Background: an optimization exercise with open tools, aiming at small area and a short achievable clock period. Do not read the settings as production practice. Where RTL was checked, it was by simulation tests only, not by an equivalence proof against the original.

Design fadd_p2, start of the top module:
module fadd_p2 (input wire [31:0] x1,
                input wire [31:0] x2,
                output reg [31:0] y,
                output reg        ovf,
                input wire        clk,
                input wire        rstn);
clock: 15.0 ns
lec_check: 0
abc_area: 1
cap_margin: 20
core_margin: 2
core_utilization: 45
cts_buf_list: sky130_fd_sc_hd__clkbuf_8
place_density: 0.6
slew_margin: 20
standard.sh (not shown) runs the stock make flow with config.mk's settings and CLKGATE_MAP_FILE= SYNTH_SCRIPT=/design/flow/synth_recipe.tcl, a recipe that flattens the netlist after the stock synthesis.
==> flow/flow/run.sh <==
#!/bin/bash
# Standard ORFS layout, except: synthesis leaves adders to ABC (no full/half-adder
# cell extraction), ports get small buffers, and repair_timing aims for extra setup slack.
set -euo pipefail
export BUFFER_PORTS_ARGS="-buffer_cell sky130_fd_sc_hd__buf_1"
export SETUP_SLACK_MARGIN=8.5
bash standard.sh ADDER_MAP_FILE= finish > standard.log 2>&1
Next try:
--- a/flow/design.v
+++ b/flow/design.v
@@ -147,34 +147,45 @@
    wire [26:0] k2 = sh[3] ? {k1[18:0], 8'b0} : k1;
    wire [26:0] k3 = sh[2] ? {k2[22:0], 4'b0} : k2;
    wire [26:0] k4 = sh[1] ? {k3[24:0], 2'b0} : k3;
    wire [26:0] myf = sh[0] ? {k4[25:0], 1'b0} : k4;
    wire        den = ~myf[26];
    wire [7:0]  eyr = den ? 8'd0 : (er - {3'b0, sh});
    wire        ovfp = (&er) & mye[26];
    wire        stk = stckr | myf[0];
    wire        up = ~ovfp & myf[2] & (myf[1] | (stk ? ~subr : myf[3]));
    wire        zero = ~|mye;
    wire        sy = ssr & (~subr | ~zero);
-   wire [30:0] yu = {eyr, myf[25:3] & {23{~ovfp}}};
-   wire [31:0] yu32 = {1'b0, yu};
+   reg         syr;
+   reg [30:0]  yur;
+   reg         upr;
+   reg         nspr;
+   always @(posedge clk) begin
+      if (~rstn) begin
+         syr  <= 1'b0;
+         yur  <= 31'd0;
+         upr  <= 1'b0;
+         nspr <= 1'b0;
+      end else begin
+         syr  <= sy;
+         yur  <= {eyr, myf[25:3] & {23{~ovfp}}};
+         upr  <= up;
+         nspr <= ~specr;
+      end
+   end
+   wire [31:0] yu32 = {1'b0, yur};
    reg  [31:0] ic;
    reg  [7:0]  ibc;
    always @* begin
-      ibc[0] = up;
+      ibc[0] = upr;
       for (i = 1; i < 8; i = i + 1)
         ibc[i] = ibc[i-1] & (&yu32[4*i-4 +: 4]);
       for (i = 0; i < 32; i = i + 1)
-        ic[i] = (i % 4 == 0) ? ibc[i/4] : (ic[i-1] & yu[i-1]);
+        ic[i] = (i % 4 == 0) ? ibc[i/4] : (ic[i-1] & yur[i-1]);
    end
-   wire [30:0] yr = yu ^ ic[30:0];
-   always @(posedge clk) begin
-      if (~rstn) begin
-         y   <= 32'd0;
-         ovf <= 1'b0;
-      end else begin
-         y   <= {sy, yr};
-         ovf <= ~specr & (&yr[30:23]);
-      end
+   wire [30:0] yr = yur ^ ic[30:0];
+   always @* begin
+      y   = {syr, yr};
+      ovf = nspr & (&yr[30:23]);
    end
 endmodule
 `default_nettype wire
The new run finished with timing, DRC and antenna clean. Non-clock buffer count goes down by 18. Sequential cell count goes up by 1. Cell count hardly moves. Final area goes down by about 2.8%. Hold slack degrades by 0.11 ns.
Function not checked in the first run of this note: the RTL went through the layout flow alone.

========
## rev 12
The RTL this note starts from:
==> flow/design.v <==
`default_nettype none
module fadd_p2 (input wire [31:0] x1,
                input wire [31:0] x2,
                output reg [31:0] y,
                output reg        ovf,
                input wire        clk,
                input wire        rstn);
   wire        s1 = x1[31];
   wire        s2 = x2[31];
   wire [7:0]  e1 = x1[30:23];
   wire [7:0]  e2 = x2[30:23];
   wire [22:0] m1 = x1[22:0];
   wire [22:0] m2 = x2[22:0];
   wire        h1 = |e1;
   wire        h2 = |e2;
   wire [7:0]  e1a = {e1[7:1], e1[0] | ~h1};
   wire [7:0]  e2a = {e2[7:1], e2[0] | ~h2};
   wire        f1 = &e1;
   wire        f2 = &e2;
   wire        spec = f1 | f2;
   wire        nz1 = |m1;
   wire        nz2 = |m2;
   wire        pick1 = f1 & (~f2 | nz1);
   wire        sub = s1 ^ s2;
   wire        infnan = f1 & f2 & ~nz1 & ~nz2 & sub;
   wire        nzp = pick1 ? nz1 : nz2;
   wire        sel = spec ? ~pick1 : (x2[30:0] >= x1[30:0]);
   wire [7:0]  es = sel ? e2a : e1a;
   wire [23:0] msx = sel ? {h2, m2} : {h1, m1};
   wire [23:0] ms = {msx[23], msx[22] | (spec & (nzp | infnan)), msx[21:0]};
   wire [23:0] mi = sel ? {h1, m1} : {h2, m2};
   wire        ss = (sel ? s2 : s1) | infnan;
   wire [8:0]  d12 = {1'b0, e1a} - {1'b0, e2a};
   wire [7:0]  d21 = e2a - e1a;
   wire [7:0]  tde = d12[8] ? d21 : d12[7:0];
   wire [4:0]  de = (spec | (|tde[7:5])) ? 5'd31 : tde[4:0];
   wire [25:0] a0 = {mi, 2'b00};
   wire [25:0] a1 = de[4] ? {16'b0, a0[25:16]} : a0;
   wire        t1 = de[4] & (|a0[15:0]);
   wire [25:0] a2 = de[3] ? {8'b0, a1[25:8]} : a1;
   wire        t2 = de[3] & (|a1[7:0]);
   wire [25:0] a3 = de[2] ? {4'b0, a2[25:4]} : a2;
   wire        t3 = de[2] & (|a2[3:0]);
   wire [25:0] a4 = de[1] ? {2'b0, a3[25:2]} : a3;
   wire        t4 = de[1] & (|a3[1:0]);
   wire [25:0] a5 = de[0] ? {1'b0, a4[25:1]} : a4;
   wire        t5 = de[0] & a4[0];
   wire        tstck = t1 | t2 | t3 | t4 | t5;
   reg [23:0]  msr;
   reg [25:0]  miar;
   reg         stckr;
   reg         subr;
   reg         ssr;
   reg         specr;
   reg [7:0]   er;       
   always @(posedge clk) begin
      msr   <= ms;
      miar  <= a5;
      stckr <= tstck;
      subr  <= sub;
      ssr   <= ss;
      specr <= spec;
      er    <= es + 8'd1;
   end
   wire [26:0] aa = {1'b0, msr, 2'b00};
   wire [26:0] bb = {1'b0, miar} ^ {27{subr}};
   wire [26:0] p0 = aa ^ bb;
   wire [26:0] g0 = aa & bb;
   reg  [26:0] g, p;
   integer     i, l;
   always @* begin
      g = g0; p = p0;
      g[0] = g0[0] | (p0[0] & subr);
      for (l = 0; l < 5; l = l + 1)
        for (i = (2 << l) - 1; i < 27; i = i + (2 << l)) begin
           g[i] = g[i] | (p[i] & g[i - (1 << l)]);
           p[i] = p[i] & p[i - (1 << l)];
        end
      for (l = 3; l >= 0; l = l - 1)
        for (i = (3 << l) - 1; i < 27; i = i + (2 << l)) begin
           g[i] = g[i] | (p[i] & g[i - (1 << l)]);
           p[i] = p[i] & p[i - (1 << l)];
        end
   end
   wire [26:0] mye = p0 ^ {g[25:0], subr};
   reg  [26:0] sent;
   always @* begin
      for (i = 0; i < 27; i = i + 1)
        sent[i] = (er == 8'd27 - i[7:0]);
   end
   wire [26:0] n0 = mye | sent;
   wire [31:0] lzi = {n0, 5'b11111};
   reg  [15:0] v1;  reg [15:0] c1;
   reg  [7:0]  v2;  reg [15:0] c2;
   reg  [3:0]  v3;  reg [11:0] c3;
   reg  [1:0]  v4;  reg [7:0]  c4;
   reg  [4:0]  sh;
   always @* begin
      for (i = 0; i < 16; i = i + 1) begin
         v1[i] = lzi[2*i+1] | lzi[2*i];
         c1[i] = ~lzi[2*i+1];
      end
      for (i = 0; i < 8; i = i + 1) begin
         v2[i] = v1[2*i+1] | v1[2*i];
         c2[2*i +: 2] = v1[2*i+1] ? {1'b0, c1[2*i+1]} : {1'b1, c1[2*i]};
      end
      for (i = 0; i < 4; i = i + 1) begin
         v3[i] = v2[2*i+1] | v2[2*i];
         c3[3*i +: 3] = v2[2*i+1] ? {1'b0, c2[2*(2*i+1) +: 2]} : {1'b1, c2[2*(2*i) +: 2]};
      end
      for (i = 0; i < 2; i = i + 1) begin
         v4[i] = v3[2*i+1] | v3[2*i];
         c4[4*i +: 4] = v3[2*i+1] ? {1'b0, c3[3*(2*i+1) +: 3]} : {1'b1, c3[3*(2*i) +: 3]};
      end
      sh = v4[1] ? {1'b0, c4[7:4]} : {1'b1, c4[3:0]};
   end
   wire [26:0] k1 = sh[4] ? {mye[10:0], 16'b0} : mye;
   wire [26:0] k2 = sh[3] ? {k1[18:0], 8'b0} : k1;
   wire [26:0] k3 = sh[2] ? {k2[22:0], 4'b0} : k2;
   wire [26:0] k4 = sh[1] ? {k3[24:0], 2'b0} : k3;
   wire [26:0] myf = sh[0] ? {k4[25:0], 1'b0} : k4;
   wire        den = ~myf[26];
   wire [7:0]  eyr = den ? 8'd0 : (er - {3'b0, sh});
   wire        ovfp = (&er) & mye[26];
   wire        stk = stckr | myf[0];
   wire        up = ~ovfp & myf[2] & (myf[1] | (stk ? ~subr : myf[3]));
   wire        zero = ~|mye;
   wire        sy = ssr & (~subr | ~zero);
   reg         syr;
   reg [30:0]  yur;
   reg         upr;
   reg         nspr;
   always @(posedge clk) begin
      if (~rstn) begin
         syr  <= 1'b0;
         yur  <= 31'd0;
         upr  <= 1'b0;
         nspr <= 1'b0;
      end else begin
         syr  <= sy;
         yur  <= {eyr, myf[25:3] & {23{~ovfp}}};
         upr  <= up;
         nspr <= ~specr;
      end
   end
   wire [30:0] yr = yur + {30'b0, upr};
   always @* begin
      y   = {syr, yr};
      ovf = nspr & (&yr[30:23]);
   end
endmodule
`default_nettype wire
clock: 15.0 ns
lec_check: 0
abc_area: 1
cap_margin: 20
core_margin: 2
core_utilization: 45
place_density: 0.6
slew_margin: 20
==> flow/flow/run.sh <==
#!/bin/bash
# Standard ORFS layout with small port buffers and a tighter setup target for repair_timing.
set -euo pipefail
export BUFFER_PORTS_ARGS="-buffer_cell sky130_fd_sc_hd__buf_1"
export SETUP_SLACK_MARGIN=8.5
bash standard.sh > standard.log 2>&1
Rev 12 finished every step from synthesis to the final layout, and the layout passed the timing, DRC and antenna checks.
Setup changes, rev 12 to rev 13
--- a/flow/design.v
+++ b/flow/design.v
@@ -22,19 +22,48 @@
    wire        nz2 = |m2;
    wire        pick1 = f1 & (~f2 | nz1);
    wire        sub = s1 ^ s2;
    wire        infnan = f1 & f2 & ~nz1 & ~nz2 & sub;
    wire        nzp = pick1 ? nz1 : nz2;
-   wire        sel = spec ? ~pick1 : (x2[30:0] >= x1[30:0]);
-   wire [7:0]  es = sel ? e2a : e1a;
+   reg  [31:0] cg0, ce0;
+   reg  [15:0] cg1, ce1;
+   reg  [7:0]  cg2, ce2;
+   reg  [3:0]  cg3, ce3;
+   reg  [1:0]  cg4, ce4;
+   integer     k;
+   always @* begin
+      for (k = 0; k < 32; k = k + 1) begin
+         cg0[k] = (k < 31) ? (x2[k] & ~x1[k]) : 1'b0;
+         ce0[k] = (k < 31) ? ~(x2[k] ^ x1[k]) : 1'b1;
+      end
+      for (k = 0; k < 16; k = k + 1) begin
+         cg1[k] = cg0[2*k+1] | (ce0[2*k+1] & cg0[2*k]);
+         ce1[k] = ce0[2*k+1] & ce0[2*k];
+      end
+      for (k = 0; k < 8; k = k + 1) begin
+         cg2[k] = cg1[2*k+1] | (ce1[2*k+1] & cg1[2*k]);
+         ce2[k] = ce1[2*k+1] & ce1[2*k];
+      end
+      for (k = 0; k < 4; k = k + 1) begin
+         cg3[k] = cg2[2*k+1] | (ce2[2*k+1] & cg2[2*k]);
+         ce3[k] = ce2[2*k+1] & ce2[2*k];
+      end
+      for (k = 0; k < 2; k = k + 1) begin
+         cg4[k] = cg3[2*k+1] | (ce3[2*k+1] & cg3[2*k]);
+         ce4[k] = ce3[2*k+1] & ce3[2*k];
+      end
+   end
+   wire        ge21 = cg4[1] | (ce4[1] & (cg4[0] | ce4[0]));
+   wire        sel = spec ? ~pick1 : ge21;
    wire [23:0] msx = sel ? {h2, m2} : {h1, m1};
    wire [23:0] ms = {msx[23], msx[22] | (spec & (nzp | infnan)), msx[21:0]};
    wire [23:0] mi = sel ? {h1, m1} : {h2, m2};
    wire        ss = (sel ? s2 : s1) | infnan;
-   wire [8:0]  d12 = {1'b0, e1a} - {1'b0, e2a};
-   wire [7:0]  d21 = e2a - e1a;
-   wire [7:0]  tde = d12[8] ? d21 : d12[7:0];
+   wire        ce = (e2 > e1);
+   wire [7:0]  es = ce ? e2a : e1a;
+   wire [7:0]  ei = ce ? e1a : e2a;
+   wire [7:0]  tde = es - ei;
    wire [4:0]  de = (spec | (|tde[7:5])) ? 5'd31 : tde[4:0];
    wire [25:0] a0 = {mi, 2'b00};
    wire [25:0] a1 = de[4] ? {16'b0, a0[25:16]} : a0;
    wire        t1 = de[4] & (|a0[15:0]);
    wire [25:0] a2 = de[3] ? {8'b0, a1[25:8]} : a1;
@@ -141,11 +170,21 @@
          yur  <= {eyr, myf[25:3] & {23{~ovfp}}};
          upr  <= up;
          nspr <= ~specr;
       end
    end
-   wire [30:0] yr = yur + {30'b0, upr};
+   wire [31:0] yu32 = {1'b0, yur};
+   reg  [31:0] ic;
+   reg  [7:0]  ibc;
+   always @* begin
+      ibc[0] = upr;
+      for (i = 1; i < 8; i = i + 1)
+        ibc[i] = ibc[i-1] & (&yu32[4*i-4 +: 4]);
+      for (i = 0; i < 32; i = i + 1)
+        ic[i] = (i % 4 == 0) ? ibc[i/4] : (ic[i-1] & yur[i-1]);
+   end
+   wire [30:0] yr = yur ^ ic[30:0];
    always @* begin
       y   = {syr, yr};
       ovf = nspr & (&yr[30:23]);
    end
 endmodule
--- outcome ---
- All of rev 12 and rev 13 finish clean.
- Met3 wire length (rev 13 vs. rev 12) increases by more than 10%
- Comparing rev 12 and rev 13, the lower total wire length after detailed routing was measured on rev 13.
- Delay of the slowest cell on the worst path: rev 13 vs rev 12 up 0.05 ns
- Relative to rev 12, rev 13 improves total power.
- Compare rev 12 and rev 13 | core utilization higher: rev 13
- In the flow results for rev 12 and rev 13, the worst supply voltage drop on vdd is larger on rev 12.
- Rev 12 → rev 13: fraction of the mapped netlist area in adder cells has increased, global placement routability congestion has decreased, number of combinational gates with multiple inputs has decreased, post-detailed-placement cell area has decreased.
Only the layout flow was run in rev 12; the RTL was not checked for function there.

[what the ideal ports hide]
The flow's constraints put no driver on any port. The routed layouts listed below were extracted and timed again, unchanged, in two steps. Step 1 sets driving cells, clkbuf_16 on the clock port and buf_2 on the other inputs (assumed; they add their load-dependent delay and slew). Step 2 times the ports against the registers' clock, not the clock port: input delays grow and output delays shrink by t, the midpoint of the rising clock arrivals with the driver on. Slacks: ideal ports / drivers / drivers and shift; pairs: ideal ports / drivers.
run	shift t [ns]	setup slack, ns	pins driven straight from the clock port
the first run of note 1	0.418	8.631 / 8.650 / 8.231	1
the second run of note 1	0.430	8.717 / 8.677 / 8.471	1
rev 12	0.401	8.765 / 8.722 / 8.385	1
rev 13	0.404	8.748 / 8.772 / 8.368	1
After both steps every run listed still meets setup and hold. The setup slack of the first run of note 1, which loses most, moves by +0.019 ns with the drivers and by -0.400 ns with both steps.
